What follows belongs to an exercise in optimizing a design on an open flow for small area; a production flow would make more cautious choices.
Function was checked by simulation only, so behaviour that the tests miss may differ from the original. The flow treats the clock pin as an ideal source, which a real chip does not have.

==> flow/design.v (excerpt) <==
module hdmi
#(parameter FREQ=25200000, FS=48000, CTS=25200, N=6144)
 (
   input        I_CLK_PIXEL,
   input        I_RESET,      
   input [7:0]  I_R,
   input [7:0]  I_G,
   input [7:0]  I_B,
   input        I_BLANK,
   input        I_HSYNC,
   input        I_VSYNC,
   input        I_ASPECT_169,
   input        I_AUDIO_ENABLE,
   input [15:0] I_AUDIO_PCM_L,
   input [15:0] I_AUDIO_PCM_R,
   output [9:0] O_RED,    
   output [9:0] O_GREEN,  
   output [9:0] O_BLUE    
);
Size: about 2,000 cells after synthesis, roughly 93 I/O pins, ~25,000 um^2 of cells after synthesis.
export LEC_CHECK = 0
export CAP_MARGIN = 20
export CORE_MARGIN = 2
export CORE_UTILIZATION = 65
export PLACE_DENSITY = 0.75
export SLEW_MARGIN = 20
create_clock -name core_clock -period 10.0 [get_ports {I_CLK_PIXEL}]
standard.sh (not shown) runs the stock make flow with config.mk's settings and CLKGATE_MAP_FILE= SYNTH_SCRIPT=/design/flow/synth_recipe.tcl, a recipe that flattens the netlist after the stock synthesis.
==> flow/flow/run.sh <==
#!/bin/bash
# The standard layout (standard.sh), with three changes:
#  - after the standard synthesis, its combinational logic is mapped again for
#    area (flow/reopt.tcl; registers, their cells and names are unchanged);
#  - port buffers use the smallest buffer cell;
#  - clock tree synthesis without dummy loads.
# Each tool's full output goes to a log in the work folder: synth.log (standard
# synthesis), reopt.log (re-mapping), standard.log (the rest of the layout).
set -euo pipefail
export BUFFER_PORTS_ARGS="-buffer_cell sky130_fd_sc_hd__buf_1"
export CTS_ARGS="-sink_clustering_enable -repair_clock_nets -sink_clustering_size 30 -sink_clustering_max_diameter 100 -buf_list sky130_fd_sc_hd__clkbuf_16 -dont_use_dummy_load"
bash standard.sh synth > synth.log 2>&1
results="orfs/results/${FLOW_PLATFORM}/hdmi/base"
yosys_exe="$(command -v yosys || echo "${FLOW_HOME}/../tools/install/yosys/bin/yosys")"
cp "${results}/1_2_yosys.v" standard_synth.v
REOPT_LIB="${FLOW_HOME}/platforms/${FLOW_PLATFORM}/lib/sky130_fd_sc_hd__tt_025C_1v80.lib" \
REOPT_NETLIST="$PWD/${results}/1_2_yosys.v" REOPT_TOP="${FLOW_TOP}" \
   "${yosys_exe}" -c flow/reopt.tcl > reopt.log 2>&1
# the netlist is now newer than 1_synth.odb, so make redoes that step first
bash standard.sh finish > standard.log 2>&1
==> flow/flow/reopt.tcl <==
# Re-map the combinational logic of the standard synthesis netlist for area
# (ABC area mapping). The registers are kept as they are: the same cells with
# the same instance names. Run by run.sh as: yosys -c reopt.tcl
# Environment: REOPT_LIB (liberty file), REOPT_NETLIST (netlist, rewritten in
# place), REOPT_TOP (top module).
set lib $::env(REOPT_LIB)
set netlist $::env(REOPT_NETLIST)
set top $::env(REOPT_TOP)

# the platform's don't-use cells (probe and lpflow cells)
set f [open $lib r]
set text [read $f]
close $f
set dont_use {}
foreach {m name} [regexp -all -inline {cell \("?(sky130_fd_sc_hd__(?:lpflow|probe)\w*)"?\)} $text] {
   lappend dont_use -dont_use $name
}

puts "reopt: [expr {[llength $dont_use] / 2}] dont-use cells"
yosys read_liberty -ignore_miss_func $lib
yosys read_verilog $netlist
yosys hierarchy -top $top
# registers stay cell instances; every other cell becomes its logic function
yosys setattr -mod -set keep_hierarchy 1 {sky130_fd_sc_hd__*df*} {sky130_fd_sc_hd__*dl*}
yosys flatten
yosys opt_clean
yosys techmap
yosys opt -fast
yosys abc -liberty $lib {*}$dont_use -script "+strash;&get -n;&deepsyn -T 60;&dch;&nf -R 1000 -p;&put;topo"
yosys opt_clean -purge
yosys setundef -zero
yosys splitnets
yosys opt_clean -purge
yosys hilomap -singleton -hicell sky130_fd_sc_hd__conb_1 HI -locell sky130_fd_sc_hd__conb_1 LO
yosys insbuf -buf sky130_fd_sc_hd__buf_4 A X
yosys select $top
yosys tee -o reopt_stat.txt stat -liberty $lib
yosys write_verilog -noattr -nohex -nodec -selected $netlist
Rerun with:
--- a/flow/flow/reopt.tcl
+++ b/flow/flow/reopt.tcl
@@ -27,5 +27,5 @@
 yosys techmap
 yosys opt -fast
-yosys abc -liberty $lib {*}$dont_use -script "+strash;&get -n;&deepsyn -T 60;&dch;&nf -R 1000 -p;&put;topo"
+yosys abc -liberty $lib {*}$dont_use -script "+strash;dc2;dch;map -a;topo"
 yosys opt_clean -purge
 yosys setundef -zero
Setup slack improved by 60 ps. Clock-buffer cell count does not change. First-iteration DRC count fell by 2.9%.
Rerun with:
--- a/flow/flow/reopt.tcl
+++ b/flow/flow/reopt.tcl
@@ -27,5 +27,5 @@
 yosys techmap
 yosys opt -fast
-yosys abc -liberty $lib {*}$dont_use -script "+strash;dc2;dch;map -a;topo"
+yosys abc -liberty $lib {*}$dont_use -script "+strash;&get -n;&deepsyn -T 60;&put;dch;map -a;topo"
 yosys opt_clean -purge
 yosys setundef -zero
Routed wire length goes up by 2.1%.
Synthesized area drops by 1.3%.
Die area drops by 1.2%.
Cell area drops by 1.1%.
Final cell count shrinks by 1.5%.
Setup slack got worse by 59 ps.
Non-clock buffer count came out lower by 1.
Fmax shrinks by 0.99%.
Clock-buffer cell count does not change.

separate check: timing with driven ports:
The flow's constraints put no driver on any port. The routed layouts listed below were extracted and timed again, unchanged, in two steps.
Step 1 (the two cells are an assumption about what drives the block):
set clk [get_ports {I_CLK_PIXEL}]
set_driving_cell -lib_cell sky130_fd_sc_hd__clkbuf_16 $clk
set_driving_cell -lib_cell sky130_fd_sc_hd__buf_2 [delete_from_list [all_inputs] $clk]
Step 2 also shifts input and output timing later by t, the mid clock arrival at the registers, as if the neighbouring blocks saw the same clock.
Slacks: no drivers / after step 1 / after step 2; pairs: no drivers / after step 1.
run | shift t [ns] | slack for setup (ns) | worst setup path at the end
the first run | 0.629 | 4.069 / 4.069 / 4.069 | register to register
the second run | 0.642 | 4.129 / 4.073 / 3.679 | input to register
the third run | 0.644 | 4.070 / 4.070 / 4.070 | register to register
After both steps setup and hold are still met in every run listed. The setup slack of the second run, which loses most, moves by -0.056 ns with the drivers and by -0.450 ns with both steps.
